From an optimization exercise on the open Yosys and OpenROAD flow, aimed at small area, a short achievable clock period and few clock cycles; shortcuts taken in it are not production practice.
RTL that was checked went through simulation tests only; none was proved equivalent to the original.
The RTL of runs 1 to 5 was laid out without a check of its function.
The clock cells of runs 2 to 10 come from the design's own scripts or RTL, not from TritonCTS.
The clock input has no modelled driver; a real chip could not lean on it and would need a root buffer or a full tree.
Power and IR drop assume default switching activity.

===== design.v =====
module ni_apb_bridge (
    input         clk,
    input         resetn,
    input  [15:0] i_flit,
    input         enable,
    output [15:0] o_flit,
    output        ready,
    output        valid_out,
    input  [31:0] prdata,
    input         pready,
    input         pslverr,
    output [13:0] paddr,
    output        psel,
    output        penable,
    output        pwrite,
    output [31:0] pwdata
);
  localparam [2:0] RX_IDLE = 3'b000, RX_B0 = 3'b001, RX_B1 = 3'b011, RX_B2 = 3'b010,
                   RX_B3 = 3'b110, RX_TL = 3'b111;
  localparam [2:0] BT_HD = 3'b000, BT_F1 = 3'b001, BT_F2 = 3'b011, BT_F3 = 3'b010,
                   BT_TL = 3'b110;
  reg [15:0] h_q, t_q, o_q;    
  reg [31:0] pw_q;             
  reg        e_q;              
  reg        rdy_q, psel_q, pen_q, vld_q;
  reg [2:0]  rx_q;
  reg        infl_q;           
  reg        pend_q;           
  reg [2:0]  bt_q;
  wire take   = rdy_q & enable;
  wire xend   = pen_q & pready;
  wire ofree  = ~vld_q | (bt_q == BT_TL);
  wire start  = (xend | pend_q) & ofree;
  wire [31:0] rd_perm = {prdata[1:0], prdata[31:18], prdata[17:2]};
  wire [31:0] wr_flit = {i_flit[2:1], i_flit[15:1], i_flit[15:1]};
  wire [31:0] pw_d    = pen_q ? rd_perm : wr_flit;
  wire ld0 = xend | (rx_q == RX_B0);
  wire ld1 = xend | (rx_q == RX_B1);
  wire ld2 = xend | (rx_q == RX_B2);
  always @(posedge clk) begin
    if (!resetn) begin
      rdy_q  <= 1'b1;
      rx_q   <= RX_IDLE;
      infl_q <= 1'b0;
      psel_q <= 1'b0;
      pen_q  <= 1'b0;
      pend_q <= 1'b0;
      vld_q  <= 1'b0;
    end else begin
      case (rx_q)
        RX_IDLE: if (take) rx_q <= RX_B0;
        RX_B0:   rx_q <= RX_B1;
        RX_B1:   rx_q <= RX_B2;
        RX_B2:   rx_q <= RX_B3;
        RX_B3:   rx_q <= RX_TL;
        default: rx_q <= RX_IDLE;
      endcase
      if (take) infl_q <= 1'b1;
      else if (start) infl_q <= 1'b0;
      rdy_q <= ~take & (rx_q == RX_IDLE || rx_q == RX_TL) & (~infl_q | start);
      if ((rx_q == RX_B0 && !i_flit[1]) || (rx_q == RX_B2 && pw_q[0])) psel_q <= 1'b1;
      else if (xend) psel_q <= 1'b0;
      pen_q  <= psel_q & ~xend;
      pend_q <= (xend | pend_q) & ~start;
      if (start) vld_q <= 1'b1;
      else if (bt_q == BT_TL) vld_q <= 1'b0;
    end
  end
  always @(posedge clk) begin
    if (rdy_q) h_q <= i_flit;
    if (rx_q == RX_TL) t_q <= i_flit;
    if (ld0) pw_q[14:0]  <= pw_d[14:0];
    if (ld1) pw_q[29:15] <= pw_d[29:15];
    if (ld2) pw_q[31:30] <= pw_d[31:30];
    if (pen_q) e_q <= pslverr;
    if (start) begin
      o_q  <= h_q;
      bt_q <= BT_HD;
    end else begin
      case (bt_q)
        BT_HD:   begin o_q <= {2'b00, pw_q[29:16]};      bt_q <= BT_F1; end
        BT_F1:   begin o_q <= pw_q[15:0];                bt_q <= BT_F2; end
        BT_F2:   begin o_q <= {pw_q[31:30], e_q, 13'b0}; bt_q <= BT_F3; end
        default: begin o_q <= t_q;                       bt_q <= BT_TL; end
      endcase
    end
  end
  assign ready     = rdy_q;
  assign valid_out = vld_q;
  assign o_flit    = o_q;
  assign psel      = psel_q;
  assign penable   = pen_q;
  assign paddr     = pw_q[14:1];
  assign pwrite    = pw_q[0];
  assign pwdata    = pw_q;
endmodule

===== flow/run.sh =====
#!/bin/bash
# The standard layout, with the port buffers made from sky130_fd_sc_hd__buf_1
# (buffer_ports otherwise picks clkdlybuf4s50_1, a slow delay cell).
set -euo pipefail
export BUFFER_PORTS_ARGS="-buffer_cell sky130_fd_sc_hd__buf_1"
bash standard.sh finish > standard_flow.log 2>&1

===== standard.sh =====
#!/bin/bash
# synth_recipe.tcl (not shown) runs the flow's synth.tcl, then flattens the netlist and writes it again
# the make line also repeats each setting of config.mk as NAME=value (left out here)
make -C /OpenROAD-flow-scripts/flow DESIGN_CONFIG=/design/flow/config.mk WORK_HOME=/design/flow/orfs CLKGATE_MAP_FILE= SYNTH_SCRIPT=/design/flow/synth_recipe.tcl "${@:-finish}"

===== config.mk =====
export PLATFORM = sky130hd
export DESIGN_NAME = ni_apb_bridge
export DESIGN_NICKNAME = ni_apb_bridge
export VERILOG_FILES = /design/flow/design.v
export SDC_FILE = /design/flow/constraint.sdc
export NUM_CORES = 4
export LEC_CHECK = 0
export CAP_MARGIN = 20
export CORE_MARGIN = 2
export CORE_UTILIZATION = 50
export SETUP_SLACK_MARGIN = 2.8
export SLEW_MARGIN = 20

===== constraint.sdc =====
create_clock -name core_clock -period 5.0 [get_ports {clk}]
set_input_delay 1.0000 -clock core_clock [delete_from_list [all_inputs] [get_ports {clk}]]
set_output_delay 1.0000 -clock core_clock [all_outputs]
set_load 0.01 [all_outputs]

==> impl_metrics.toml, run 1 <==
[outcome]
status = "timing/DRC/antenna clean"

[cells_and_area]
final_cell_count_no_fill = 516
drive_above_1_share = 0.1031
fin_util = 0.6021
nFillCells = 644
syn_to_final_growth_pct = 16.08
nets = 465
mostFrequentLayoutCells = "buf_1 (119), nand2_1 (70), edfxtp_1 (65)"
final_common_cell = "buf_1"
insertedDiodeCount = 0

[clocking]
cts_setup_buffers = 0
cts_root_buffer = "clkbuf_8"
cts_tree = "yes"
cts.clk_slew.worst_paths_ps = 100
cts_buffers = 9
cts_htree_levels = 3
cts_buffer_depth = 2
clk_latency_ps = 360
cts.sink_count = 93

[logic_synthesis]
ys_ff_latch = 93
ys.warnings.count = 1
synth.cell_area_um2 = 3782
async_flop_share = 0
post_synth.cell_area_avg_um2 = 12.20
netlist.area_leader.share = 0.5160
yosys-top-cells-area = "edfxtp_1 (52%), dfxtp_1 (15%), nand2_1 (6.9%)"
synth_cell_type_count = 30
ys_seq_area_frac = 0.6642
synth_edf_count = 65
synth_nets = 363
synth_largest_area_cell = "edfxtp_1"
syn_inst = 310
synthFlopType = "edfxtp_1"

[sta]
min_period_over_period = 0.4225
setup_tns_ps = 0
period_needed_ps = 2112
rsz0062_at_grt = "false"
slew_viol_final = 0
fin_skew_ps = 13.57
relSlewSlack = 0.2781
fmax_ghz = 0.4734
layout_setup_ws_ps = 2888
setup_viol = 0
finalHoldViolCount = 0
tightest_slew_ps = 1083

[critical_path]
max_stage_delay_ps = 570
start_kind = "flip-flop"
critPathRequiredTime_ps = 4000
path_class = "flip-flop to output pin"
critical-path-top-delay-family = "flip-flops"
crit_chain = "buf_1"
end_kind = "output pin"
cp_num_buf_inv = 1
critPathSlowestCell = "dfxtp_2"
crit_fanout = 21
arrival_ps = 1110

[die]
dieArea_um2 = 8276
initial_core_util = 0.5187
core_um2 = 7292
chipWidth_um = 90.98
num_rows = 31
die_h_um = 90.98
io_pins = 120

[drt]
antenna_left = 0
first_pass_iters = 4
drt_iter0_drc = 140
drc = 0
vias = 2617
routedWlPerCell_um = 15.42
vias_per_cell = 5.072
totalWireLength_um = 7958

[pwr]
switching_share = 0.2455
p_sw_uw = 397.5
power_uw = 1619
p_comb_frac = 0.091
p_per_area_nw_per_um2 = 368.8
p_leak_uw = 0.001552
p_int_uw = 1222
peakVddDrop_mv = 0.2152
clkPwrFrac = 0.338
seqPwrFrac = 0.571

[place]
routabilityCongestion = 0.7334
dp_slack_ps = 2601
port-buffer-count = 119
post-dp-hpwl_um = 5332
numPlacedInstances = 500

[global_route]
grtUsageTotal = 0.2024
grt_pass1_vias = 2510
antenna_found_initial = 0
grt_pass1_wl_um = 12800
overflow = 0
grt_max_degree = 32

[job]
maxCapViolCount = 0

[worst_hold_path]
holdCritPathClass = "flip-flop to flip-flop"
==> cells in the mapped netlist (4+ instances only) <==
cell,n
buf_4,19
o21ai_0,5
a21oi_1,4
buf_6,4
nor2_1,32
clkbuf_1,6
dfxtp_1,28
nor3_1,4
a221oi_1,11
nand2_1,70
edfxtp_1,65
mux2_2,14
nand2b_1,17
==> final timing paths <==
check	startpoint	endpoint	slack (ps)	cells after the start
worst max-delay path	pen_q$_SDFF_PN0_	penable	2890	1
worst max register to register	bt_q[0]$_SDFF_PP0_	rdy_q$_SDFF_PN1_	3130	4
worst min register to register	h_q[13]$_DFFE_PP_	o_q[13]$_DFF_P_	470	2
worst min-delay path	h_q[13]$_DFFE_PP_	o_q[13]$_DFF_P_	470	2
==> power groups by stage <==
stage	sequential [µW]	combinational (µW)	clock, µW
final	924	148	547
after global routing	932	166	590
after CTS	925	151	559
after detailed placement	942	150	0
after global placement	942	148	0
after floorplan	942	92.0	0
==> metrics by stage <==
| stage | area [µm²] | hold slack (ps) |
|---|---|---|
| 3_5_place_dp | 4160 | 457.6 |
| 2_1_floorplan | 3782 | 417.8 |
| 5_1_grt | 4390 | 496.9 |
| 4_1_cts | 4388 | 480.8 |
| 3_3_place_gp | 4160 | 440.1 |
| 6_report | 4390 | 474.7 |
==> registers in the layout, summed over array words and instances (netlist names) <==
register,cells
rdy_q,1
h_q,16
pend_q,1
psel_q,1
o_q,16
vld_q,1
e_q,1
t_q,16
pw_q,32
bt_q,3
rx_q,3
pen_q,1
infl_q,1
==> layout make-up <==
cell class	count	area, µm²	area share
Sequential cell	93	2519	0.5737
Multi-Input combinational cell	184	1049	0.2388
Timing Repair Buffer	121	461.7	0.1052
Clock buffer	9	123.9	0.02821
Tap cell	99	123.9	0.02821
Clock inverter	7	100.1	0.02280
Inverter	3	13.76	0.003135
==> cells by family (layout without fill, tap and decap cells) <==
family | Yosys count | count (layout) | share of synthesized area
buffers and inverters | 33 | 140 | 0.06054
flip-flops | 93 | 93 | 0.6642
multiplexers | 14 | 14 | 0.04168
AO/OA/AOI/OAI | 38 | 38 | 0.08005
AND/OR/NAND/NOR | 132 | 132 | 0.1535
==> layer usage <==
metal | share of wire | track usage
met5 | 0 | 0
met4 | 0.019 | 0.08333
met3 | 0.046 | 0.03402
met2 | 0.47 | 0.3296
met1 | 0.46 | 0.2702
==> timing repair <==
| action | CTS | global route |
|---|---|---|
| gates cloned | 0 | 0 |
| hold buffers | 0 | 0 |
| gates resized for setup | 3 | 1 |
| setup endpoints to repair | 4 | 1 |
==> inputs of run 2 (changes only) <==
==> flow/run.sh (replaced) <==
#!/bin/bash
# The standard layout, except:
#  - the port buffers are sky130_fd_sc_hd__buf_1 (buffer_ports otherwise
#    picks clkdlybuf4s50_1, a slow delay cell);
#  - the clock tree is three clkbuf_16 fed from the clock port, each driving
#    a third of the flip-flops (see mantree.tcl), in place of TritonCTS's
#    two-level H-tree.
set -euo pipefail
export BUFFER_PORTS_ARGS="-buffer_cell sky130_fd_sc_hd__buf_1"
export PRE_CTS_TCL="$PWD/flow/pre_cts.tcl"
bash standard.sh finish > standard_flow.log 2>&1
==> flow/mantree.tcl (new file) <==
# Clock tree of NB clkbuf_16 buffers, each driving a slice of the flip-flops
# (sorted by x), all fed straight from the clock port.
proc manual_clock_tree { nb } {
  set block [ord::get_db_block]
  set clknet [$block findNet clk]
  set master [[ord::get_db] findMaster sky130_fd_sc_hd__clkbuf_16]
  set sinks {}
  foreach it [$clknet getITerms] {
    set inst [$it getInst]
    set bb [$inst getBBox]
    lappend sinks [list [expr {([$bb xMin] + [$bb xMax]) / 2}] [expr {([$bb yMin] + [$bb yMax]) / 2}] $it]
  }
  set sinks [lsort -integer -index 0 $sinks]
  set n [llength $sinks]
  for {set b 0} {$b < $nb} {incr b} {
    set lo [expr {$b * $n / $nb}]
    set hi [expr {($b + 1) * $n / $nb - 1}]
    set grp [lrange $sinks $lo $hi]
    set sx 0; set sy 0
    foreach s $grp { incr sx [lindex $s 0]; incr sy [lindex $s 1] }
    set cx [expr {$sx / [llength $grp]}]
    set cy [expr {$sy / [llength $grp]}]
    set inst [odb::dbInst_create $block $master clkman_$b]
    set net [odb::dbNet_create $block clkman_net_$b]
    $net setSigType CLOCK
    [$inst findITerm A] connect $clknet
    [$inst findITerm X] connect $net
    foreach s $grp {
      set it [lindex $s 2]
      $it disconnect
      $it connect $net
    }
    $inst setLocation $cx $cy
    $inst setPlacementStatus PLACED
  }
}
==> flow/pre_cts.tcl (new file) <==
# Sourced by ORFS's cts.tcl before clock tree synthesis (PRE_CTS_TCL): build
# the clock tree by hand instead, as a few clkbuf_16 fed from the clock port.
source [file join [file dirname [info script]] mantree.tcl]
rename clock_tree_synthesis orfs_clock_tree_synthesis
proc clock_tree_synthesis { args } {
  manual_clock_tree 3
  set_propagated_clock [all_clocks]
}
--- a/config.mk
+++ b/config.mk
@@ -8,5 +8,5 @@
 export CAP_MARGIN = 20
 export CORE_MARGIN = 2
 export CORE_UTILIZATION = 50
-export SETUP_SLACK_MARGIN = 2.8
+export SETUP_SLACK_MARGIN = 3.2
 export SLEW_MARGIN = 20
==> impl_metrics.toml, run 2 <==
[outcome]
status = "timing/DRC/antenna clean"

[logic_synthesis]
async_flop_share = 0
post_synth.cell_area_avg_um2 = 12.20
synth_edf_count = 65
ys_seq_area_frac = 0.6642
yosysMostFrequentCell = "nand2_1"
ys_ff_latch = 93
yosys-top-cells-area = "edfxtp_1 (52%), dfxtp_1 (15%), nand2_1 (6.9%)"
synth_commonest_cells = "nand2_1 (70), edfxtp_1 (65), nor2_1 (32)"
syn_inst = 310
netlist.area_leader.share = 0.5160
synthFlopType = "edfxtp_1"
synth.cell_area_um2 = 3782
synth_nets = 363
ys.warnings.count = 1
synth_largest_area_cell = "edfxtp_1"
synth_cell_type_count = 30

[place]
port-buffer-count = 119
place_area_um2 = 4160
routabilityCongestion = 0.7362
post-dp-hpwl_um = 5355

[critical_path]
path_class = "input pin to flip-flop"
start_kind = "input pin"
r2r_slack_ps = 3250
critPathRequiredTime_ps = 5060
crit_fanout = 7
end_kind = "flip-flop"
arrival_ps = 1880

[cells_and_area]
nets = 473
insertedDiodeCount = 0
multi_input_area_um2 = 1094
largest_register_ffs = 32
fin_area_um2 = 4474
regMostFlops = "pw_q"
final_common_cell = "buf_1"
ff_latch_area_um2 = 2522
drive_above_1_share = 0.1244
nFillCells = 647
mostFrequentLayoutCells = "buf_1 (116), nand2_1 (70), edfxtp_1 (65)"
syn_to_final_growth_pct = 18.29

[drt]
first_pass_iters = 5
antenna_left = 0
drt_iter0_drc = 95
vias_per_cell = 5.035
totalWireLength_um = 8234
vias = 2603
routedWlPerCell_um = 15.93
drc = 0

[sta]
relSlewSlack = 0.6190
min_period_over_period = 0.3621
finalHoldViolCount = 0
fin_skew_ps = 7.716
setup_tns_ps = 0
tightest_slew_ps = 571.5
setup_viol = 0
period_needed_ps = 1811
rsz0062_at_grt = "true"
slew_viol_final = 0
fmax_ghz = 0.5523

[job]
maxCapViolCount = 0

[global_route]
antenna_found_initial = 0
grt_pass1_wl_um = 12990
overflow = 0
grt_max_degree = 32
grtUsageTotal = 0.1932
grt_pass1_vias = 2521

[die]
num_rows = 31
core_um2 = 7292
chipWidth_um = 90.98
initial_core_util = 0.5187
die_h_um = 90.98
io_pins = 120
dieArea_um2 = 8276

[pwr]
p_per_area_nw_per_um2 = 313.3
peakVddDrop_mv = 0.2568
p_leak_uw = 0.001596

[worst_hold_path]
holdCritPathClass = "flip-flop to flip-flop"

[clocking]
hold_buffers = 0
clk_latency_ps = 170
cts.clk_slew.worst_paths_ps = 110
-- run 2: changes by cell type in the layout (fill, tap and decap cells not counted), moves of 3 or more --
cell        change
clkbuf_8        -9
buf_4           +8
buf_12          +6
buf_1           -3
clkbuf_16       +3
clkbuf_2        +3
clkinvlp_4      -3
-- run 2: cells by family after synthesis --
group / share of synthesized area
flip-flops: 0.6642
buffers and inverters: 0.06054
AND/OR/NAND/NOR: 0.1535
multiplexers: 0.04168
AO/OA/AOI/OAI: 0.08005
-- run 2: final timing paths --
| kind | from | end | cells past startpoint |
|---|---|---|---|
| setup / recovery | pready | o_q[2]$_DFF_P_ | 6 |
| hold / removal | h_q[13]$_DFFE_PP_ | o_q[13]$_DFF_P_ | 2 |
| setup reg to reg | bt_q[0]$_SDFF_PP0_ | o_q[2]$_DFF_P_ | 4 |
| hold reg to reg | h_q[13]$_DFFE_PP_ | o_q[13]$_DFF_P_ | 2 |
-- run 2: through the flow --
stage	worst slack, ps	power (µW)	util	std cells	hold WS [ps]
after global routing	3135	1455	0.6136	517	508.0
after detailed placement	2471	1093	0.5705	500	462.1
after global placement	2555	1090	0.5705	500	445.7
final	3189	1402	0.6136	517	477.8
after floorplan	3026	1034	-	310	417.8
after CTS	3044	1390	0.5983	513	490.3
-- run 2: final cells by class --
cell class | instances | share of cell area
inverter | 3 | 0.003076
sequential | 93 | 0.5638
tap | 99 | 0.02768
multi-input combinational | 184 | 0.2444
buffer | 3 | 0.01678
timing repair buffer | 135 | 0.1443
-- run 2: repair_timing --
action / 4_1_cts / 5_1_grt
endpoints found under the setup margin: 56 / 52
resized for setup: 9 / 9
setup buffers: 10 / 4
-- run 2: routing by layer --
layer,global-route usage,share of wire
met1,0.2699,0.45
met2,0.3426,0.50
met3,0.01992,0.043
met4,0.01515,0.0067
met5,0,0
-- run 2: where the power goes --
part | total [µW] | internal, µW | switching (µW)
registers | 913 | 885 | 28.4
clock network | 296 | 112 | 184
logic | 192 | 76.5 | 116
total | 1400 | 1070 | 328
-- run 2: worst max-delay path, stage by stage --
cell	delay, ps
clkbuf_2	130
a21oi_4	200
a21oi_4	60
buf_4	170
a221oi_1	240
nor2_1	70
==> inputs of run 3 (changes only) <==
--- a/config.mk
+++ b/config.mk
@@ -8,5 +8,5 @@
 export CAP_MARGIN = 20
 export CORE_MARGIN = 2
 export CORE_UTILIZATION = 50
-export SETUP_SLACK_MARGIN = 3.2
+export SETUP_SLACK_MARGIN = 3.0
 export SLEW_MARGIN = 20
==> impl_metrics.toml, run 3 <==
[pwr]
power_uw = 1371
p_leak_uw = 0.001500
p_per_area_nw_per_um2 = 320.2
peakVddDrop_mv = 0.2557

[drt]
drt_iter0_drc = 96
vias = 2560
totalWireLength_um = 7890
routedWlPerCell_um = 15.65
first_pass_iters = 4
drc = 0
antenna_left = 0
vias_per_cell = 5.079

[clocking]
clk_latency_ps = 170
cts.clk_slew.worst_paths_ps = 110

[critical_path]
r2r-start = "rx_q[2]$_SDFFE_PN0P_"
arrival_ps = 1760
end_kind = "flip-flop"
cp-startpoint = "pready"
start_kind = "input pin"
r2r_cells = 2
max_stage_delay_ps = 450
crit_chain = "buf_1, nand2_1, o21ai_2"
path_class = "input pin to flip-flop"
critPathRequiredTime_ps = 4800
reg2reg_to = "pw_q[10]$_DFFE_PP_"
crit_fanout = 15
critPathSlowestCell = "o21ai_2"
r2r_slack_ps = 3190

[global_route]
antenna_found_initial = 0
grt_pass1_wl_um = 12530
grt_pass1_vias = 2457
overflow = 0
grtUsageTotal = 0.1857
grt_max_degree = 32

[logic_synthesis]
synthSimpleGateAreaFrac = 0.1535
synthFlopType = "edfxtp_1"
post_synth.cell_area_avg_um2 = 12.20
synth.cell_area_um2 = 3782
synth_adder_area_share = 0
yosys-top-cells-area = "edfxtp_1 (52%), dfxtp_1 (15%), nand2_1 (6.9%)"
yosysMostFrequentCell = "nand2_1"
async_flop_share = 0
netlist.area_leader.share = 0.5160
ys.warnings.count = 1
synth_largest_area_cell = "edfxtp_1"
synthXorXnorAreaFrac = 0
synth_nets = 363
synth_cell_type_count = 30
ys_ff_latch = 93
synthMuxAreaShare = 0.04168
synth_edf_count = 65
synth_top_family_by_area = "simple AND/OR/NAND/NOR gates"
ys_seq_area_frac = 0.6642
synth_commonest_cells = "nand2_1 (70), edfxtp_1 (65), nor2_1 (32)"
synth-compound-area-share = 0.08005
syn_inst = 310

[place]
routabilityCongestion = 0.7362
post-dp-hpwl_um = 5355
place_area_um2 = 4160
port-buffer-count = 119
dp_slack_ps = 2471

[die]
die_h_um = 90.98
core_um2 = 7292
io_pins = 120
initial_core_util = 0.5187
chipWidth_um = 90.98
num_rows = 31
dieArea_um2 = 8276

[sta]
finalHoldViolCount = 0
min_period_over_period = 0.3906
fmax_ghz = 0.5120
relSlewSlack = 0.2919
setup_viol = 0
tightest_slew_ps = 1062
layout_setup_ws_ps = 3047
rsz0062_at_grt = "true"
period_needed_ps = 1953
fin_skew_ps = 7.663
slew_viol_final = 0
setup_tns_ps = 0

[cells_and_area]
nets = 460
syn_to_final_growth_pct = 13.23
drive_above_1_share = 0.08148
largest_register_ffs = 32
multi_input_area_um2 = 1067
insertedDiodeCount = 0
ff_latch_area_um2 = 2521
regMostFlops = "pw_q"
final_common_cell = "buf_1"
fin_util = 0.5873
fin_area_um2 = 4283
mostFrequentLayoutCells = "buf_1 (119), nand2_1 (70), edfxtp_1 (65)"
nFillCells = 665

[worst_hold_path]
holdCritPathClass = "flip-flop to flip-flop"
hp-start = "h_q[13]$_DFFE_PP_"
hold_end = "o_q[13]$_DFF_P_"
hold_depth = 2

[job]
maxCapViolCount = 0

[outcome]
status = "timing/DRC/antenna clean"
## run 3: cell types whose count changed in the layout (fill, tap and decap cells not counted), sizes merged
cell / before / now
clkbuf: 6 / 3
buf: 132 / 122
## run 3: stage by stage
step / hold slack [ps] / cells
floorplan: 417.8 / 310
global placement: 445.7 / 500
detailed placement: 462.1 / 500
CTS: 490.3 / 503
global route: 504.4 / 504
finish: 477.7 / 504
## run 3: timing repair
action / 4_1_cts / 5_1_grt
hold endpoints to repair: 0 / 0
gates cloned: 0 / 0
buffers inserted: 0 / 1
hold buffers: 0 / 0
endpoints found under the setup margin: 53 / 50
resized for setup: 7 / 2
## run 3: routing by layer
metal	track usage	wire (µm)	up-vias
met2	0.3309	3924	82
met1	0.2582	3566	1210
met3	0.01743	353	4
met4	0.01641	45	0
li1	-	-	1264
met5	0	0	-
## run 3: worst max-delay path: cells and delay by family
| family | cells | cell delay (ps) |
|---|---|---|
| buffers and inverters | 1 | 130 |
| AO/OA/AOI/OAI | 1 | 450 |
| AND/OR/NAND/NOR | 1 | 170 |
## run 3: worst max-delay path by stage
stage | cells after the start | slack [ps] | endpoint
6_report | 3 | 3050 | pw_q[10]$_DFFE_PP_
5_1_grt | 3 | 2970 | pw_q[22]$_DFFE_PP_
4_1_cts | 4 | 3000 | o_q[13]$_DFF_P_
3_5_place_dp | 4 | 2470 | o_q[13]$_DFF_P_
3_3_place_gp | 4 | 2560 | o_q[13]$_DFF_P_
2_1_floorplan | 2 | 3030 | pw_q[15]$_DFFE_PP_
## run 3: logic make-up (layout without fill, tap and decap cells)
group / Yosys count / count (layout)
simple gates: 132 / 132
flops: 93 / 93
compound gates: 38 / 38
buf+inv: 33 / 128
mux: 14 / 14
## run 3: final cells by class
type	instances	share of cell area
Buffer	3	0.01753
Inverter	3	0.003214
Multi-Input combinational cell	184	0.2492
Sequential cell	93	0.5887
Tap cell	99	0.02892
Timing Repair Buffer	122	0.1125
## run 3: power by group
| part | internal, µW | switching (µW) |
|---|---|---|
| Combinational | 54.3 | 95.9 |
| Sequential | 886 | 38.8 |
| Clock | 112 | 184 |
| Total | 1050 | 319 |
==> inputs of run 4 (changes only) <==
==> flow/run.sh (replaced) <==
#!/bin/bash
# The standard layout, except:
#  - the port buffers are sky130_fd_sc_hd__buf_1 (buffer_ports otherwise
#    picks clkdlybuf4s50_1, a slow delay cell);
#  - the clock tree is four clkbuf_16 fed from the clock port, each driving
#    a quarter of the flip-flops (see mantree.tcl), in place of TritonCTS's
#    two-level H-tree.
set -euo pipefail
export BUFFER_PORTS_ARGS="-buffer_cell sky130_fd_sc_hd__buf_1"
export PRE_CTS_TCL="$PWD/flow/pre_cts.tcl"
bash standard.sh finish > standard_flow.log 2>&1
--- a/flow/pre_cts.tcl
+++ b/flow/pre_cts.tcl
@@ -3,6 +3,6 @@
 source [file join [file dirname [info script]] mantree.tcl]
 rename clock_tree_synthesis orfs_clock_tree_synthesis
 proc clock_tree_synthesis { args } {
-  manual_clock_tree 3
+  manual_clock_tree 4
   set_propagated_clock [all_clocks]
 }
--- a/config.mk
+++ b/config.mk
@@ -8,5 +8,5 @@
 export CAP_MARGIN = 20
 export CORE_MARGIN = 2
 export CORE_UTILIZATION = 50
-export SETUP_SLACK_MARGIN = 3.0
+export SETUP_SLACK_MARGIN = 3.4
 export SLEW_MARGIN = 20
==> impl_metrics.toml, run 4 <==
[sta]
fin_skew_ps = 8.358
slew_viol_final = 0
relSlewSlack = 0.6372
fmax_ghz = 0.5740
period_needed_ps = 1742
finalHoldViolCount = 0
setup_viol = 0
tightest_slew_ps = 544.2
layout_setup_ws_ps = 3258
setup_tns_ps = 0
min_period_over_period = 0.3484
rsz0062_at_grt = "true"

[pwr]
p_leak_uw = 0.001947
peakVddDrop_mv = 0.3678
power_uw = 1481
p_per_area_nw_per_um2 = 294.2

[drt]
vias_per_cell = 5.046
first_pass_iters = 4
antenna_left = 0
drc = 0
vias = 2750
totalWireLength_um = 8892
drt_iter0_drc = 103
routedWlPerCell_um = 16.32

[logic_synthesis]
synth_largest_area_cell = "edfxtp_1"
ys.warnings.count = 1
synth_cell_type_count = 30
ys_ff_latch = 93
synth_edf_count = 65
synth_nets = 363
yosys-top-cells-area = "edfxtp_1 (52%), dfxtp_1 (15%), nand2_1 (6.9%)"
ys_seq_area_frac = 0.6642
post_synth.cell_area_avg_um2 = 12.20
syn_inst = 310
yosysMostFrequentCell = "nand2_1"
synth.cell_area_um2 = 3782
synthFlopType = "edfxtp_1"
netlist.area_leader.share = 0.5160
async_flop_share = 0
synth_commonest_cells = "nand2_1 (70), edfxtp_1 (65), nor2_1 (32)"

[global_route]
grt_pass1_vias = 2834
grt_max_degree = 26
overflow = 0
grt_pass1_wl_um = 13830
grtUsageTotal = 0.2073
antenna_found_initial = 0

[cells_and_area]
fin_util = 0.6903
final_common_cell = "nand2_1"
nets = 501
regMostFlops = "pw_q"
insertedDiodeCount = 0
nFillCells = 592
mostFrequentLayoutCells = "nand2_1 (68), edfxtp_1 (65), buf_1 (65)"
multi_input_area_um2 = 1220
ff_latch_area_um2 = 2540
syn_to_final_growth_pct = 33.08
drive_above_1_share = 0.3543
largest_register_ffs = 32

[critical_path]
r2r_cells = 4
crit_fanout = 3
arrival_ps = 740
max_stage_delay_ps = 440
critPathRequiredTime_ps = 4000
start_kind = "flip-flop"
cp_num_buf_inv = 1
r2r_slack_ps = 3420
path_class = "flip-flop to output pin"
end_kind = "output pin"
crit_chain = "clkbuf_2"
critical-path-top-delay-family = "flip-flops"
critPathSlowestCell = "edfxtp_1"
r2r-start = "bt_q[0]$_SDFF_PP0_"
reg2reg_to = "o_q[1]$_DFF_P_"

[clocking]
cts.clk_slew.worst_paths_ps = 90
hold_buffers = 0
clk_latency_ps = 160

[die]
io_pins = 120
die_h_um = 90.98
core_um2 = 7292
chipWidth_um = 90.98
dieArea_um2 = 8276
initial_core_util = 0.5187
num_rows = 31

[place]
post-dp-hpwl_um = 5189
port-buffer-count = 119
routabilityCongestion = 0.7750
dp_slack_ps = 2618

[outcome]
status = "timing/DRC/antenna clean"

[worst_hold_path]
hp-start = "h_q[12]$_DFFE_PP_"
holdCritPathClass = "flip-flop to flip-flop"
hold_end = "o_q[12]$_DFF_P_"
hold_depth = 2

[job]
maxCapViolCount = 0
-- run 4: metrics by stage --
| stage | hold WS (ps) | cell area [µm²] | instances |
|---|---|---|---|
| 3_5_place_dp | 454.3 | 4165 | 499 |
| 3_3_place_gp | 441.9 | 4165 | 499 |
| 2_1_floorplan | 417.8 | 3809 | 310 |
| 5_1_grt | 509.2 | 5034 | 545 |
| 6_report | 473.0 | 5034 | 545 |
| 4_1_cts | 472.6 | 4806 | 532 |
-- run 4: cells by family (layout without fill, tap and decap cells) --
kind of cell	after synthesis	after routing	share of synthesized area
buffers and inverters	33	169	0.06054
and+or+nand+nor	132	132	0.1535
AOI/OAI and AO/OA	38	38	0.08005
muxes	14	14	0.04168
DFF	93	93	0.6642
-- run 4: area by class of cell --
class,instances,area share
well taps,99,0.02461
flip-flops and latches,93,0.5046
inverters,3,0.002734
multi-input cells,184,0.2424
plain buffers,4,0.01989
repair buffers,162,0.2058
-- run 4: per-layer routing --
layer  global-route usage  wire length (µm)  up-vias
met1               0.2668              3818     1314
li1                     -                 -     1346
met4              0.02020                85        0
met5                    0                 0        -
met3              0.02075               400        8
met2               0.3914              4587       82
-- run 4: timing repair --
item	4_1_cts	5_1_grt
setup endpoints to repair	140	88
setup buffers	29	12
pin swaps	1	5
gates resized for setup	69	50
cloned	0	1
-- run 4: where the power goes --
group / switching [µW] / total [µW] / internal, µW
Combinational: 126 / 235 / 108
Clock: 185 / 332 / 147
Sequential: 29.2 / 914 / 885
Total: 341 / 1480 / 1140
-- run 4: how the worst max path moves through the flow --
stage | endpoint | slack (ps) | depth (start not counted) | start
global placement | o_q[13]$_DFF_P_ | 2650 | 4 | pready
CTS | pwdata[0] | 3260 | 1 | pw_q[0]$_DFFE_PP_
floorplan | infl_q$_SDFFE_PN0P_ | 3240 | 5 | pready
detailed placement | o_q[13]$_DFF_P_ | 2620 | 4 | pready
finish | pwdata[0] | 3260 | 1 | pw_q[0]$_DFFE_PP_
global route | pwdata[13] | 3220 | 1 | pw_q[13]$_DFFE_PP_
==> inputs of run 5 (changes only) <==
--- a/config.mk
+++ b/config.mk
@@ -8,5 +8,5 @@
 export CAP_MARGIN = 20
 export CORE_MARGIN = 2
 export CORE_UTILIZATION = 50
-export SETUP_SLACK_MARGIN = 3.4
+export SETUP_SLACK_MARGIN = 3.2
 export SLEW_MARGIN = 20
==> impl_metrics.toml, run 5 <==
[logic_synthesis]
synth.cell_area_um2 = 3782
synth_commonest_cells = "nand2_1 (70), edfxtp_1 (65), nor2_1 (32)"
netlist.area_leader.share = 0.5160
synthFlopType = "edfxtp_1"
ys_ff_latch = 93
ys_seq_area_frac = 0.6642
synth_largest_area_cell = "edfxtp_1"
synth_cell_type_count = 30
synth_nets = 363
yosysMostFrequentCell = "nand2_1"
async_flop_share = 0
syn_inst = 310
synth_edf_count = 65
ys.warnings.count = 1
post_synth.cell_area_avg_um2 = 12.20
yosys-top-cells-area = "edfxtp_1 (52%), dfxtp_1 (15%), nand2_1 (6.9%)"

[sta]
finalHoldViolCount = 0
setup_viol = 0
setup_tns_ps = 0
period_needed_ps = 1818
slew_viol_final = 0
tightest_slew_ps = 601.3
rsz0062_at_grt = "true"
fmax_ghz = 0.5502
min_period_over_period = 0.3635
layout_setup_ws_ps = 3182
fin_skew_ps = 10.48
relSlewSlack = 0.5991

[global_route]
grt_max_degree = 28
overflow = 0
grt_pass1_vias = 2483
met2_usage = 0.3414
busiest_layer = "met2"
grtUsageTotal = 0.1921
antenna_found_initial = 0
grt_pass1_wl_um = 12880
grt_use_met1 = 0.2721
grtUsageMet3 = 0.01328

[worst_hold_path]
hold_depth = 2
hp-start = "h_q[13]$_DFFE_PP_"
holdCritPathClass = "flip-flop to flip-flop"

[die]
dieArea_um2 = 8276
initial_core_util = 0.5187
num_rows = 31
die_h_um = 90.98
chipWidth_um = 90.98
io_pins = 120
core_um2 = 7292

[drt]
vias_per_cell = 5.052
drt_iter0_drc = 103
first_pass_iters = 4
drc = 0
totalWireLength_um = 8212
routedWlPerCell_um = 15.88
antenna_left = 0
vias = 2612

[cells_and_area]
insertedDiodeCount = 0
mostFrequentLayoutCells = "buf_1 (117), nand2_1 (70), edfxtp_1 (65)"
final_cell_count_no_fill = 517
ff_latch_area_um2 = 2525
syn_to_final_growth_pct = 19.38
regMostFlops = "pw_q"
multi_input_area_um2 = 1112
largest_register_ffs = 32
nets = 473
drive_above_1_share = 0.1292
final_common_cell = "buf_1"
nFillCells = 642

[critical_path]
r2r_cells = 4
path_class = "input pin to flip-flop"
r2r-start = "bt_q[0]$_SDFF_PP0_"
critPathRequiredTime_ps = 4870
arrival_ps = 1690
start_kind = "input pin"
crit_fanout = 9
cp-startpoint = "pready"
end_kind = "flip-flop"

[outcome]
status = "timing/DRC/antenna clean"

[clocking]
hold_buffers = 0
clk_latency_ps = 160
cts.clk_slew.worst_paths_ps = 90

[place]
numPlacedInstances = 500
dp_slack_ps = 2471
port-buffer-count = 119
post-dp-hpwl_um = 5355
routabilityCongestion = 0.7362

[pwr]
peakVddDrop_mv = 0.3030
power_uw = 1437
p_per_area_nw_per_um2 = 318.2
p_leak_uw = 0.001603

[job]
maxCapViolCount = 0
[run 5: cell counts after synthesis]
Identical to the previous run, type by type.
[run 5: per-stage QoR]
stage	instance area [µm²]	utilization	hold WS [ps]
final	4516	0.6193	473.3
after global routing	4516	0.6193	498.1
after CTS	4327	0.5933	485.3
after detailed placement	4160	0.5705	462.1
after global placement	4160	0.5705	445.7
after floorplan	3782	-	417.8
[run 5: kinds of logic (layout without fill, tap and decap cells)]
kind of cell    count (synthesis)  after routing  share of synthesized area
mux                            14             14                    0.04168
buf+inv                        33            141                    0.06054
compound gates                 38             38                    0.08005
flops                          93             93                     0.6642
simple gates                  132            132                     0.1535
[run 5: worst max-delay path, cell delays in order]
cell and delay (ps):
clkbuf_2 140, nand2_1 210, o21ai_4 170, buf_12 170
[run 5: cell type report]
type                       instances  share of cell area
buffer                             4             0.02217
inverter                           3            0.003048
multi-input combinational        184              0.2463
sequential                        93              0.5592
tap                               99             0.02743
timing repair buffer             134              0.1419
[run 5: worst paths after layout]
check / slack [ps] / endpoint
hold reg to reg: 470 / o_q[13]$_DFF_P_
setup / recovery: 3180 / pw_q[20]$_DFFE_PP_
setup reg to reg: 3420 / o_q[1]$_DFF_P_
hold / removal: 470 / o_q[13]$_DFF_P_
[run 5: per-layer routing]
layer | share of wire | vias to the layer above | wire length [µm]
li1 | - | 1301 | -
met1 | 0.45 | 1219 | 3664
met2 | 0.50 | 86 | 4067
met3 | 0.050 | 6 | 412
met4 | 0.0082 | 0 | 67
met5 | 0 | - | 0
[run 5: power breakdown]
part	leakage [µW]	internal, µW	switching [µW]	total, µW
combinational	0.000711	76.6	116	193
clock	0.0000493	147	184	331
sequential	0.000843	885	28.8	913
[run 5: timing repair]
| item | in CTS | in global routing |
|---|---|---|
| cloned | 0 | 0 |
| resized for setup | 8 | 14 |
| buffers inserted | 4 | 9 |
| setup endpoints to repair | 56 | 54 |
==> inputs of run 6 (changes only) <==
--- a/design.v
+++ b/design.v
@@ -73,7 +73,7 @@
     if (ld1) pw_q[29:15] <= pw_d[29:15];
     if (ld2) pw_q[31:30] <= pw_d[31:30];
     if (pen_q) e_q <= pslverr;
-    if (start) begin
+    if (ofree) begin
       o_q  <= h_q;
       bt_q <= BT_HD;
     end else begin
--- a/config.mk
+++ b/config.mk
@@ -8,5 +8,5 @@
 export CAP_MARGIN = 20
 export CORE_MARGIN = 2
 export CORE_UTILIZATION = 50
-export SETUP_SLACK_MARGIN = 3.2
+export SETUP_SLACK_MARGIN = 3.3
 export SLEW_MARGIN = 20
==> impl_metrics.toml, run 6 <==
[die]
core_um2 = 7331
chipWidth_um = 91.28
dieArea_um2 = 8331
num_rows = 31
io_pins = 120
initial_core_util = 0.5195
die_h_um = 91.28

[logic_synthesis]
synth_largest_area_cell = "edfxtp_1"
async_flop_share = 0
yosysMostFrequentCell = "nand2_1"
ys_seq_area_frac = 0.6597
synthFlopType = "edfxtp_1"
synth_nets = 378
synth.cell_area_um2 = 3809
ys.warnings.count = 1
netlist.area_leader.share = 0.5125
yosys-top-cells-area = "edfxtp_1 (51%), dfxtp_1 (15%), nand2_1 (8.3%)"
ys_ff_latch = 93
synth_commonest_cells = "nand2_1 (84), edfxtp_1 (65), dfxtp_1 (28)"
post_synth.cell_area_avg_um2 = 11.72
synth_cell_type_count = 28
syn_inst = 325
synth_edf_count = 65

[cells_and_area]
nFillCells = 622
syn_to_final_growth_pct = 21.81
nets = 503
largest_register_ffs = 32
mostFrequentLayoutCells = "buf_1 (84), nand2_1 (83), edfxtp_1 (65)"
drive_above_1_share = 0.2188
final_cell_count_no_fill = 547
ff_latch_area_um2 = 2531
multi_input_area_um2 = 1134
insertedDiodeCount = 0
fin_util = 0.6329
regMostFlops = "pw_q"
final_common_cell = "buf_1"

[sta]
rsz0062_at_grt = "true"
min_period_over_period = 0.3523
layout_setup_ws_ps = 3238
setup_viol = 0
finalHoldViolCount = 0
tightest_slew_ps = 576.0
period_needed_ps = 1762
slew_viol_final = 0
setup_tns_ps = 0
fin_skew_ps = 5.494
fmax_ghz = 0.5677
relSlewSlack = 0.6156
holdWs_ps = 502.0

[clocking]
clk_latency_ps = 150
cts.clk_slew.worst_paths_ps = 90
hold_buffers = 0

[place]
dp_slack_ps = 2764
post-dp-hpwl_um = 6093
numPlacedInstances = 512
routabilityCongestion = 0.7837
port-buffer-count = 119

[critical_path]
critPathSlowestCell = "edfxtp_1"
r2r-start = "rx_q[1]$_SDFFE_PN0P_"
reg2reg_to = "rdy_q$_SDFF_PN1_"
critPathRequiredTime_ps = 4000
path_class = "flip-flop to output pin"
arrival_ps = 760
critical-path-top-delay-family = "flip-flops"
cp-endpoint = "paddr[11]"
crit_fanout = 3
cp_num_buf_inv = 1
cp-startpoint = "pw_q[12]$_DFFE_PP_"
max_stage_delay_ps = 450
r2r_slack_ps = 3420
r2r_cells = 3
end_kind = "output pin"
start_kind = "flip-flop"
crit_chain = "clkbuf_2"
crit_cells = 1

[global_route]
overflow = 0
grt_pass1_vias = 2535
grtUsageTotal = 0.2026
grt_max_degree = 43
antenna_found_initial = 0
grt_pass1_wl_um = 13470

[drt]
totalWireLength_um = 8858
vias = 2763
routedWlPerCell_um = 16.19
first_pass_iters = 4
drc = 0
vias_per_cell = 5.051
antenna_left = 0
drt_iter0_drc = 141

[pwr]
p_leak_uw = 0.001822
peakVddDrop_mv = 0.2267
p_per_area_nw_per_um2 = 322.1

[job]
maxCapViolCount = 0

[outcome]
status = "timing/DRC/antenna clean"

[worst_hold_path]
holdCritPathClass = "flip-flop to flip-flop"
-- run 6: area by class of cell --
class,instances,share of cell area
Buffer,4,0.02157
Inverter,4,0.003236
Multi-Input combinational cell,197,0.2443
Sequential cell,93,0.5456
Tap cell,99,0.02670
Timing Repair Buffer,150,0.1586
-- run 6: repair_timing --
| item | in CTS | in global routing |
|---|---|---|
| endpoints found under the setup margin | 99 | 82 |
| cloned | 0 | 1 |
| setup buffers | 20 | 10 |
| gates resized for setup | 16 | 36 |
-- run 6: cells by family (layout without fill, tap and decap cells) --
kind of cell / count (synthesis) / count (layout) / share of synthesized area
AOI/OAI and AO/OA: 60 / 61 / 0.09232
and+or+nand+nor: 121 / 121 / 0.1462
xor gates and xnor gates: 1 / 1 / 0.002300
buffers and inverters: 36 / 158 / 0.05519
muxes: 14 / 14 / 0.04435
DFF: 93 / 93 / 0.6597
-- run 6: metal layers --
metal,routed length [µm],global-route usage,vias to the layer above
met5,0,0,-
met4,40,0.008838,0
met3,514,0.01162,2
met2,4077,0.3272,97
met1,4224,0.3208,1281
li1,-,-,1383
-- run 6: power breakdown --
part / internal (µW) / switching (µW) / total (µW)
clock network: 146 / 180 / 326
registers: 899 / 35.3 / 934
logic: 98.4 / 136 / 234
total: 1140 / 351 / 1490
-- run 6: through the flow --
stage | total power (µW) | area (µm²)
after floorplan | 1076 | 3817
after global placement | 1147 | 4200
after detailed placement | 1149 | 4200
after CTS | 1489 | 4502
after global routing | 1558 | 4639
final | 1494 | 4639
-- run 6: worst min-delay path by stage --
stage | cells past startpoint | startpoint | end
floorplan | 2 | h_q[10]$_DFFE_PP_ | o_q[10]$_DFF_P_
global placement | 2 | psel_q$_SDFFE_PN0P_ | psel_q$_SDFFE_PN0P_
detailed placement | 2 | psel_q$_SDFFE_PN0P_ | psel_q$_SDFFE_PN0P_
CTS | 2 | psel_q$_SDFFE_PN0P_ | psel_q$_SDFFE_PN0P_
global route | 2 | psel_q$_SDFFE_PN0P_ | psel_q$_SDFFE_PN0P_
finish | 1 | psel_q$_SDFFE_PN0P_ | pen_q$_SDFF_PN0_
Testbench counts of run 6, summed over its fixed seeds: cycles 10,485.
==> inputs of run 7 (changes only) <==
--- a/config.mk
+++ b/config.mk
@@ -7,6 +7,6 @@
 export LEC_CHECK = 0
 export CAP_MARGIN = 20
 export CORE_MARGIN = 2
-export CORE_UTILIZATION = 50
-export SETUP_SLACK_MARGIN = 3.3
+export CORE_UTILIZATION = 65
+export SETUP_SLACK_MARGIN = 3.2
 export SLEW_MARGIN = 20
==> impl_metrics.toml, run 7 <==
[outcome]
status = "timing/DRC/antenna clean"

[critical_path]
r2r_cells = 3
cp-endpoint = "pw_q[13]$_DFFE_PP_"
crit_fanout = 11
critPathSlowestCell = "buf_6"
arrival_ps = 1670
end_kind = "flip-flop"
path_class = "input pin to flip-flop"
r2r-start = "bt_q[2]$_SDFF_PP0_"
cp-startpoint = "pready"
reg2reg_to = "vld_q$_SDFFE_PN0P_"
critPathRequiredTime_ps = 4870
start_kind = "input pin"
crit_chain = "buf_1, nand2_1, o21ai_2, buf_6"
max_stage_delay_ps = 210
r2r_slack_ps = 3390

[worst_hold_path]
hold_depth = 2
holdCritPathClass = "flip-flop to flip-flop"

[logic_synthesis]
syn_inst = 325
ys_seq_area_frac = 0.6597
ys_ff_latch = 93
synth_nets = 378
synth_adder_area_share = 0
synth_largest_area_cell = "edfxtp_1"
netlist.area_leader.share = 0.5125
synth_edf_count = 65
synth.cell_area_um2 = 3809
synth_cell_type_count = 28
synthSimpleGateAreaFrac = 0.1462
synth-compound-area-share = 0.09231
yosys-top-cells-area = "edfxtp_1 (51%), dfxtp_1 (15%), nand2_1 (8.3%)"
synth_commonest_cells = "nand2_1 (84), edfxtp_1 (65), dfxtp_1 (28)"
ys.warnings.count = 1
synthFlopType = "edfxtp_1"
async_flop_share = 0
post_synth.cell_area_avg_um2 = 11.72
synth_top_family_by_area = "simple AND/OR/NAND/NOR gates"
yosysMostFrequentCell = "nand2_1"
synthXorXnorAreaFrac = 0.002300
synthMuxAreaShare = 0.04435

[drt]
first_pass_iters = 4
totalWireLength_um = 9469
vias = 2935
routedWlPerCell_um = 19.05
antenna_left = 0
vias_per_cell = 5.905
drt_iter0_drc = 246
drc = 0

[global_route]
antenna_found_initial = 0
grt_pass1_vias = 2727
grt_max_degree = 26
overflow = 0
grtUsageTotal = 0.2902
grt_pass1_wl_um = 14220

[job]
maxCapViolCount = 0

[pwr]
p_leak_uw = 0.001626
peakVddDrop_mv = 0.3722
power_uw = 1493
p_per_area_nw_per_um2 = 337.8

[sta]
setup_viol = 0
min_period_over_period = 0.3600
period_needed_ps = 1800
slew_viol_final = 0
fin_skew_ps = 4.915
setup_tns_ps = 0
tightest_slew_ps = 593.2
finalHoldViolCount = 0
holdWs_ps = 497.5
relSlewSlack = 0.6041
fmax_ghz = 0.5555
rsz0062_at_grt = "true"

[cells_and_area]
fin_area_um2 = 4420
final_cell_count_no_fill = 497
syn_to_final_growth_pct = 16.06
regMostFlops = "pw_q"
nets = 480
drive_above_1_share = 0.08941
mostFrequentLayoutCells = "buf_1 (118), nand2_1 (84), edfxtp_1 (65)"
final_common_cell = "buf_1"
largest_register_ffs = 32
insertedDiodeCount = 0

[clocking]
cts.clk_slew.worst_paths_ps = 90
clk_latency_ps = 150
hold_buffers = 0

[die]
num_rows = 27
core_um2 = 5574
die_h_um = 80.55
dieArea_um2 = 6488
io_pins = 120
initial_core_util = 0.6833
chipWidth_um = 80.55

[place]
numPlacedInstances = 487
place_area_um2 = 4173
port-buffer-count = 119
post-dp-hpwl_um = 6409
routabilityCongestion = 0.8563
-- run 7: cell counts after synthesis --
Identical to the previous run, type by type.
-- run 7: metal layers --
layer	vias up	track usage	share of wire
met4	0	0.02712	0.0097
met2	187	0.4875	0.48
li1	1335	-	-
met3	14	0.04382	0.094
met5	-	0	0
met1	1399	0.4202	0.41
-- run 7: power breakdown --
group          internal, µW  total (µW)  switching, µW
logic                  87.6         223            136
clock network           147         334            188
registers               899         936           36.5
-- run 7: final cells by class --
type,count,area (µm²)
inverter,4,15.01
buffer,4,100.1
timing repair buffer,128,591.8
multi-input combinational,196,1095
tap,72,90.09
fill,373,1154
sequential,93,2529
-- run 7: through the flow --
step | setup slack, ps | util
6_report | 3200 | 0.7930
5_1_grt | 3150 | 0.7930
4_1_cts | 3143 | 0.7872
3_5_place_dp | 2778 | 0.7486
3_3_place_gp | 2866 | 0.7486
2_1_floorplan | 2985 | -
-- run 7: how the worst min path moves through the flow --
| stage | startpoint | end | slack [ps] |
|---|---|---|---|
| floorplan | h_q[10]$_DFFE_PP_ | o_q[10]$_DFF_P_ | 480 |
| global route | psel_q$_SDFFE_PN0P_ | psel_q$_SDFFE_PN0P_ | 520 |
| CTS | psel_q$_SDFFE_PN0P_ | psel_q$_SDFFE_PN0P_ | 480 |
| detailed placement | psel_q$_SDFFE_PN0P_ | psel_q$_SDFFE_PN0P_ | 470 |
| finish | psel_q$_SDFFE_PN0P_ | psel_q$_SDFFE_PN0P_ | 500 |
| global placement | psel_q$_SDFFE_PN0P_ | psel_q$_SDFFE_PN0P_ | 460 |
-- run 7: cell families (layout without fill, tap and decap cells) --
| logic type | after synthesis | in the layout |
|---|---|---|
| AND/OR/NAND/NOR | 121 | 121 |
| AO/OA/AOI/OAI | 60 | 60 |
| XOR/XNOR | 1 | 1 |
| flip-flops | 93 | 93 |
| buffers and inverters | 36 | 136 |
| multiplexers | 14 | 14 |
-- run 7: repair_timing --
| item | in CTS | in global routing |
|---|---|---|
| setup buffers | 2 | 2 |
| endpoints found under the setup margin | 33 | 30 |
| resized for setup | 15 | 5 |
| cloned | 2 | 0 |
-- run 7: critical path: cells and delay by family --
kind	cells	cell delay, ps
AO/OA/AOI/OAI	1	190
AND/OR/NAND/NOR	1	170
buffers and inverters	2	300
==> inputs of run 8 (changes only) <==
--- a/config.mk
+++ b/config.mk
@@ -7,6 +7,7 @@
 export LEC_CHECK = 0
 export CAP_MARGIN = 20
 export CORE_MARGIN = 2
-export CORE_UTILIZATION = 65
+export CORE_UTILIZATION = 50
+export GPL_TIMING_DRIVEN = 1
 export SETUP_SLACK_MARGIN = 3.2
 export SLEW_MARGIN = 20
==> impl_metrics.toml, run 8 <==
[outcome]
status = "timing/DRC/antenna clean"

[die]
dieArea_um2 = 8331
num_rows = 31
core_um2 = 7331
die_h_um = 91.28
chipWidth_um = 91.28
initial_core_util = 0.5195
io_pins = 120

[sta]
slew_viol_final = 0
setup_viol = 0
period_needed_ps = 1779
rsz0062_at_grt = "true"
relSlewSlack = 0.5939
min_period_over_period = 0.3558
fmax_ghz = 0.5621
finalHoldViolCount = 0
fin_skew_ps = 7.382
setup_tns_ps = 0
tightest_slew_ps = 608.5

[worst_hold_path]
hp-start = "psel_q$_SDFFE_PN0P_"
holdCritPathClass = "flip-flop to flip-flop"

[global_route]
grt_max_degree = 26
grtUsageTotal = 0.2132
overflow = 0
antenna_found_initial = 0
grt_pass1_vias = 2516
grt_pass1_wl_um = 13860

[logic_synthesis]
synth_nets = 378
post_synth.cell_area_avg_um2 = 11.72
ys.warnings.count = 1
ys_ff_latch = 93
syn_inst = 325
netlist.area_leader.share = 0.5125
async_flop_share = 0
synth_edf_count = 65
synthFlopType = "edfxtp_1"
synth_commonest_cells = "nand2_1 (84), edfxtp_1 (65), dfxtp_1 (28)"
ys_seq_area_frac = 0.6597
synth_largest_area_cell = "edfxtp_1"
yosysMostFrequentCell = "nand2_1"
synth_cell_type_count = 28
synth.cell_area_um2 = 3809
yosys-top-cells-area = "edfxtp_1 (51%), dfxtp_1 (15%), nand2_1 (8.3%)"

[cells_and_area]
fin_area_um2 = 4452
nFillCells = 620
mostFrequentLayoutCells = "buf_1 (117), nand2_1 (84), edfxtp_1 (65)"
ff_latch_area_um2 = 2529
drive_above_1_share = 0.08941
regMostFlops = "pw_q"
largest_register_ffs = 32
insertedDiodeCount = 0
final_common_cell = "buf_1"
syn_to_final_growth_pct = 16.89
nets = 480
multi_input_area_um2 = 1091

[critical_path]
critical-path-top-delay-family = "flip-flops"
r2r-start = "bt_q[2]$_SDFF_PP0_"
crit_fanout = 2
critPathSlowestCell = "edfxtp_1"
critPathRequiredTime_ps = 4000
end_kind = "output pin"
path_class = "flip-flop to output pin"
start_kind = "flip-flop"
cp-startpoint = "pw_q[15]$_DFFE_PP_"
cp_num_buf_inv = 1
arrival_ps = 780
crit_chain = "clkbuf_2"
max_stage_delay_ps = 460

[drt]
vias = 2711
routedWlPerCell_um = 17.47
drc = 0
drt_iter0_drc = 96
vias_per_cell = 5.174
antenna_left = 0
totalWireLength_um = 9155
first_pass_iters = 4

[pwr]
peakVddDrop_mv = 0.1897
p_leak_uw = 0.001629
p_per_area_nw_per_um2 = 333.6

[place]
place_area_um2 = 4207
routabilityCongestion = 0.8536
port-buffer-count = 119
post-dp-hpwl_um = 6141

[job]
maxCapViolCount = 0

[clocking]
hold_buffers = 0
cts.clk_slew.worst_paths_ps = 90
clk_latency_ps = 160
## run 8: cell counts after synthesis
Identical to the previous run, type by type.
## run 8: final cells by class
class                   count  area share
flip-flops and latches     93      0.5680
plain buffers               4     0.02248
inverters                   4    0.003373
repair buffers            128      0.1332
well taps                  99     0.02782
multi-input cells         196      0.2451
## run 8: final timing paths
check,endpoint,cells past startpoint,slack [ps]
setup / recovery,pwdata[15],1,3220
hold / removal,psel_q$_SDFFE_PN0P_,2,500
setup reg to reg,vld_q$_SDFFE_PN0P_,3,3350
hold reg to reg,psel_q$_SDFFE_PN0P_,2,500
## run 8: through the flow
step | total power (µW) | utilization | setup slack [ps] | hold WS, ps | std cells
5_1_grt | 1544 | 0.6073 | 3195 | 534.4 | 524
2_1_floorplan | 1075 | - | 2985 | 481.0 | 325
4_1_cts | 1491 | 0.6033 | 3214 | 488.4 | 523
6_report | 1485 | 0.6073 | 3221 | 495.6 | 524
3_3_place_gp | 1149 | 0.5738 | 2803 | 469.9 | 514
3_5_place_dp | 1151 | 0.5738 | 2689 | 474.7 | 514
## run 8: kinds of logic after synthesis
group / count (synthesis) / synth area share
flops: 93 / 0.6597
buf+inv: 36 / 0.05519
mux: 14 / 0.04435
simple gates: 121 / 0.1462
xor+xnor: 1 / 0.002300
compound gates: 60 / 0.09232
## run 8: what timing repair did
item	CTS	global route
buffers inserted	3	1
endpoints found under the setup margin	23	45
cloned	2	0
resized for setup	13	7
## run 8: routing by layer
metal	global-route usage	vias to the layer above	share of wire	wire length [µm]
li1	-	1334	-	-
met1	0.3322	1260	0.47	4308
met2	0.3364	112	0.45	4127
met3	0.02158	5	0.069	634
met4	0.02273	0	0.0093	85
met5	0	-	0	0
## run 8: where the power goes
| group | switching (µW) | total (µW) | leakage (µW) | internal [µW] |
|---|---|---|---|---|
| clock network | 187 | 334 | 0.0000493 | 147 |
| logic | 132 | 218 | 0.000736 | 86.4 |
| registers | 33.5 | 932 | 0.000844 | 899 |
| total | 353 | 1480 | 0.00163 | 1130 |
==> inputs of run 9 (changes only) <==
--- a/config.mk
+++ b/config.mk
@@ -8,6 +8,6 @@
 export CAP_MARGIN = 20
 export CORE_MARGIN = 2
 export CORE_UTILIZATION = 50
-export GPL_TIMING_DRIVEN = 1
+export PLACE_DENSITY = 0.7
 export SETUP_SLACK_MARGIN = 3.2
 export SLEW_MARGIN = 20
==> impl_metrics.toml, run 9 <==
[global_route]
grtUsageTotal = 0.1944
grt_max_degree = 28
grt_pass1_vias = 2488
grt_pass1_wl_um = 12920
overflow = 0
antenna_found_initial = 0

[sta]
relSlewSlack = 0.5949
tightest_slew_ps = 607.0
fmax_ghz = 0.5602
finalHoldViolCount = 0
setup_tns_ps = 0
setup_viol = 0
fin_skew_ps = 11.40
slew_viol_final = 0
period_needed_ps = 1785
min_period_over_period = 0.3570
rsz0062_at_grt = "true"

[logic_synthesis]
synth.cell_area_um2 = 3809
synth_commonest_cells = "nand2_1 (84), edfxtp_1 (65), dfxtp_1 (28)"
synthFlopType = "edfxtp_1"
synth_edf_count = 65
synth_cell_type_count = 28
ys_seq_area_frac = 0.6597
ys.warnings.count = 1
post_synth.cell_area_avg_um2 = 11.72
synth_largest_area_cell = "edfxtp_1"
ys_ff_latch = 93
synth_nets = 378
yosys-top-cells-area = "edfxtp_1 (51%), dfxtp_1 (15%), nand2_1 (8.3%)"
yosysMostFrequentCell = "nand2_1"
syn_inst = 325
netlist.area_leader.share = 0.5125
async_flop_share = 0

[die]
num_rows = 31
initial_core_util = 0.5195
chipWidth_um = 91.28
io_pins = 120
die_h_um = 91.28
core_um2 = 7331
dieArea_um2 = 8331

[critical_path]
path_class = "flip-flop to output pin"
r2r_slack_ps = 3320
start_kind = "flip-flop"
critPathRequiredTime_ps = 4000
cp_num_buf_inv = 1
crit_fanout = 3
arrival_ps = 790
crit_chain = "clkbuf_2"
max_stage_delay_ps = 470
r2r_cells = 3
critical-path-top-delay-family = "flip-flops"
critPathSlowestCell = "edfxtp_1"
reg2reg_to = "o_q[15]$_DFF_P_"
end_kind = "output pin"
r2r-start = "bt_q[0]$_SDFF_PP0_"

[drt]
antenna_left = 0
totalWireLength_um = 8579
vias_per_cell = 5.219
drc = 0
vias = 2745
first_pass_iters = 5
drt_iter0_drc = 167
routedWlPerCell_um = 16.31

[place]
routabilityCongestion = 0.8680
place_area_um2 = 4207
port-buffer-count = 119
post-dp-hpwl_um = 6126

[cells_and_area]
multi_input_area_um2 = 1097
drive_above_1_share = 0.09836
final_common_cell = "buf_1"
nFillCells = 616
nets = 482
fin_area_um2 = 4398
syn_to_final_growth_pct = 15.47
largest_register_ffs = 32
mostFrequentLayoutCells = "buf_1 (117), nand2_1 (83), edfxtp_1 (65)"
regMostFlops = "pw_q"
ff_latch_area_um2 = 2526
insertedDiodeCount = 0

[clocking]
cts.clk_slew.worst_paths_ps = 80
clk_latency_ps = 160
hold_buffers = 0

[outcome]
status = "timing/DRC/antenna clean"

[pwr]
p_per_area_nw_per_um2 = 335.1
peakVddDrop_mv = 0.2136
power_uw = 1474
p_leak_uw = 0.001613

[worst_hold_path]
hp-start = "psel_q$_SDFFE_PN0P_"
holdCritPathClass = "flip-flop to flip-flop"
hold_depth = 2
hold_end = "psel_q$_SDFFE_PN0P_"

[job]
maxCapViolCount = 0
[run 9: cell counts after synthesis]
No cell type changed its count.
[run 9: cells by family (layout without fill, tap and decap cells)]
logic type	after synthesis	in the layout	share of synthesized area
and+or+nand+nor	121	121	0.1462
AOI/OAI and AO/OA	60	60	0.09232
DFF	93	93	0.6597
muxes	14	14	0.04435
buffers and inverters	36	138	0.05519
xor gates and xnor gates	1	1	0.002300
[run 9: power breakdown]
| part | leakage, µW | internal, µW | switching [µW] |
|---|---|---|---|
| Combinational | 0.000721 | 79.6 | 127 |
| Sequential | 0.000843 | 900 | 38.1 |
| Clock | 0.0000493 | 146 | 183 |
[run 9: area by class of cell]
class                   count  area share
multi-input cells         196      0.2495
flip-flops and latches     93      0.5744
well taps                  99     0.02817
inverters                   4    0.003414
plain buffers               4     0.02276
repair buffers            130      0.1218
[run 9: metal layers]
layer / share of wire / up-vias / global-route usage / routed length [µm]
met5: 0 / - / 0 / 0
met4: 0.0092 / 0 / 0.02020 / 79
met3: 0.067 / 4 / 0.01328 / 571
met2: 0.49 / 111 / 0.3315 / 4166
met1: 0.44 / 1295 / 0.2855 / 3762
li1: - / 1335 / - / -
[run 9: metrics by stage]
step	util	setup WS (ps)	cells	hold WS (ps)
2_1_floorplan	-	2985	325	481.0
3_3_place_gp	0.5738	2855	514	457.6
3_5_place_dp	0.5738	2765	514	472.3
4_1_cts	0.5916	3128	520	486.7
5_1_grt	0.5999	3188	526	511.4
6_report	0.5999	3215	526	482.6
[run 9: worst max path at each step]
stage	startpoint	cells after the start	end
2_1_floorplan	pready	2	pw_q[0]$_DFFE_PP_
3_3_place_gp	bt_q[0]$_SDFF_PP0_	3	o_q[14]$_DFF_P_
3_5_place_dp	bt_q[0]$_SDFF_PP0_	3	o_q[15]$_DFF_P_
4_1_cts	rdy_q$_SDFF_PN1_	1	ready
5_1_grt	pw_q[13]$_DFFE_PP_	1	pwdata[13]
6_report	pw_q[13]$_DFFE_PP_	1	pwdata[13]
[run 9: repair_timing]
action	in CTS	in global routing
gates resized for setup	9	8
gates cloned	0	1
endpoints found under the setup margin	52	41
setup buffers	2	5
hold endpoints to repair	0	0
==> inputs of run 10 (changes only) <==
--- a/config.mk
+++ b/config.mk
@@ -8,6 +8,6 @@
 export CAP_MARGIN = 20
 export CORE_MARGIN = 2
 export CORE_UTILIZATION = 50
-export PLACE_DENSITY = 0.7
+export PLACE_DENSITY = 0.9
 export SETUP_SLACK_MARGIN = 3.2
 export SLEW_MARGIN = 20
==> impl_metrics.toml, run 10 <==
[outcome]
status = "timing/DRC/antenna clean"

[critical_path]
r2r-start = "rx_q[1]$_SDFFE_PN0P_"
crit_fanout = 3
end_kind = "output pin"
crit_chain = "clkbuf_2"
reg2reg_to = "rdy_q$_SDFF_PN1_"
path_class = "flip-flop to output pin"
r2r_slack_ps = 3370
arrival_ps = 790
max_stage_delay_ps = 470
cp_num_buf_inv = 1
critPathRequiredTime_ps = 4000
start_kind = "flip-flop"
critPathSlowestCell = "edfxtp_1"
r2r_cells = 3
critical-path-top-delay-family = "flip-flops"

[logic_synthesis]
synth_commonest_cells = "nand2_1 (84), edfxtp_1 (65), dfxtp_1 (28)"
post_synth.cell_area_avg_um2 = 11.72
netlist.area_leader.share = 0.5125
synthFlopType = "edfxtp_1"
synth_cell_type_count = 28
async_flop_share = 0
synth_nets = 378
ys.warnings.count = 1
syn_inst = 325
ys_ff_latch = 93
synth_edf_count = 65
synth_largest_area_cell = "edfxtp_1"
ys_seq_area_frac = 0.6597
synth.cell_area_um2 = 3809
yosysMostFrequentCell = "nand2_1"
yosys-top-cells-area = "edfxtp_1 (51%), dfxtp_1 (15%), nand2_1 (8.3%)"

[clocking]
cts.clk_slew.worst_paths_ps = 90
clk_latency_ps = 150

[pwr]
peakVddDrop_mv = 0.4015
p_leak_uw = 0.001631
p_per_area_nw_per_um2 = 332.7
power_uw = 1479

[sta]
fmax_ghz = 0.5581
relSlewSlack = 0.4727
slew_viol_final = 0
tightest_slew_ps = 791.0
fin_skew_ps = 6.855
setup_viol = 0
period_needed_ps = 1792
setup_tns_ps = 0
rsz0062_at_grt = "true"
finalHoldViolCount = 0
min_period_over_period = 0.3584

[cells_and_area]
syn_to_final_growth_pct = 16.72
multi_input_area_um2 = 1090
nFillCells = 538
final_common_cell = "buf_1"
largest_register_ffs = 32
final_cell_count_no_fill = 524
nets = 480
fin_area_um2 = 4446
drive_above_1_share = 0.08941
insertedDiodeCount = 0
fin_util = 0.6064
mostFrequentLayoutCells = "buf_1 (116), nand2_1 (84), edfxtp_1 (65)"
ff_latch_area_um2 = 2529
regMostFlops = "pw_q"

[drt]
drc = 0
antenna_left = 0
totalWireLength_um = 9530
drt_iter0_drc = 294
first_pass_iters = 5
vias_per_cell = 5.601
routedWlPerCell_um = 18.19
vias = 2935

[die]
core_um2 = 7331
die_h_um = 91.28
num_rows = 31
initial_core_util = 0.5195
chipWidth_um = 91.28
dieArea_um2 = 8331
io_pins = 120

[place]
place_area_um2 = 4207
port-buffer-count = 119
routabilityCongestion = 0.8803
post-dp-hpwl_um = 6799
numPlacedInstances = 514

[global_route]
met2_usage = 0.3932
grtUsageTotal = 0.2226
grt_use_met1 = 0.2932
busiest_layer = "met2"
grt_pass1_vias = 2851
overflow = 0
grt_max_degree = 26
antenna_found_initial = 0
grt_pass1_wl_um = 14820
grtUsageMet3 = 0.02490

[job]
maxCapViolCount = 0

[worst_hold_path]
hp-start = "psel_q$_SDFFE_PN0P_"
hold_depth = 2
holdCritPathClass = "flip-flop to flip-flop"
hold_end = "psel_q$_SDFFE_PN0P_"
[run 10: metrics by stage]
| stage | setup slack (ps) | hold slack (ps) |
|---|---|---|
| 2_1_floorplan | 2985 | 481.0 |
| 3_3_place_gp | 2926 | 460.2 |
| 3_5_place_dp | 2748 | 455.9 |
| 4_1_cts | 3208 | 468.8 |
| 5_1_grt | 3191 | 489.4 |
| 6_report | 3208 | 466.8 |
[run 10: power by group]
part	internal [µW]	switching, µW
Combinational	86.1	138
Clock	146	173
Sequential	899	36.7
[run 10: per-layer routing]
metal  vias up  share of wire
met5         -              0
met1      1364           0.38
li1       1329              -
met2       211           0.50
met4         0          0.031
met3        31          0.090
[run 10: cell families (layout without fill, tap and decap cells)]
group	count (synthesis)	in the layout	synth area share
DFF	93	93	0.6597
buffers and inverters	36	136	0.05519
and+or+nand+nor	121	121	0.1462
muxes	14	14	0.04435
xor gates and xnor gates	1	1	0.002300
AOI/OAI and AO/OA	60	60	0.09232
[run 10: final cells by class]
| type | count | area share |
|---|---|---|
| well taps | 99 | 0.02786 |
| repair buffers | 128 | 0.1323 |
| multi-input cells | 196 | 0.2451 |
| inverters | 4 | 0.003377 |
| flip-flops and latches | 93 | 0.5688 |
| plain buffers | 4 | 0.02252 |
[run 10: worst max-delay path by stage]
| stage | from | cells after the start | end | slack (ps) |
|---|---|---|---|---|
| 6_report | pw_q[14]$_DFFE_PP_ | 1 | pwdata[14] | 3210 |
| 5_1_grt | pw_q[14]$_DFFE_PP_ | 1 | pwdata[14] | 3190 |
| 4_1_cts | pw_q[13]$_DFFE_PP_ | 1 | pwdata[13] | 3210 |
| 3_5_place_dp | bt_q[0]$_SDFF_PP0_ | 3 | o_q[15]$_DFF_P_ | 2750 |
| 3_3_place_gp | bt_q[0]$_SDFF_PP0_ | 3 | o_q[14]$_DFF_P_ | 2930 |
| 2_1_floorplan | pready | 2 | pw_q[0]$_DFFE_PP_ | 2980 |
[run 10: worst register-to-register path, cell delays in order, from the launching register on]
cell     delay, ps
dfxtp_1        450
and3_1         720
nor2_1         140
o31ai_1        250
[run 10: what timing repair did]
| item | 4_1_cts | 5_1_grt |
|---|---|---|
| gates cloned | 2 | 0 |
| buffers inserted | 3 | 1 |
| resized for setup | 14 | 5 |
| pin swaps | 0 | 0 |
| hold buffers | 0 | 0 |
| endpoints found under the setup margin | 21 | 35 |

[what the ideal ports hide]
The results above use ideal ports. As a check the final layouts listed here were re-extracted and re-timed, cells and wires unchanged.
Step 1, drivers: a clkbuf_16 drives clk and a buf_2 each remaining input, both assumed.
Step 2 also shifts input and output timing later by t, the mid clock arrival at the registers, as if the neighbouring blocks saw the same clock.
Slacks: ideal / step 1 / step 2; pairs: ideal / step 1.
| run | shift t [ns] | slack for setup (ns) |
|---|---|---|
| run 1 | 0.383 | 2.888 / 2.857 / 2.659 |
| run 2 | 0.230 | 3.189 / 3.146 / 2.988 |
| run 3 | 0.229 | 3.047 / 3.034 / 2.853 |
| run 4 | 0.223 | 3.258 / 3.187 / 3.078 |
| run 5 | 0.217 | 3.182 / 3.164 / 3.007 |
| run 6 | 0.221 | 3.238 / 3.168 / 3.110 |
| run 7 | 0.226 | 3.200 / 3.150 / 3.023 |
| run 8 | 0.227 | 3.221 / 3.147 / 3.118 |
| run 9 | 0.222 | 3.215 / 3.145 / 3.113 |
| run 10 | 0.216 | 3.208 / 3.139 / 3.073 |
After both steps every run listed still meets setup and hold.
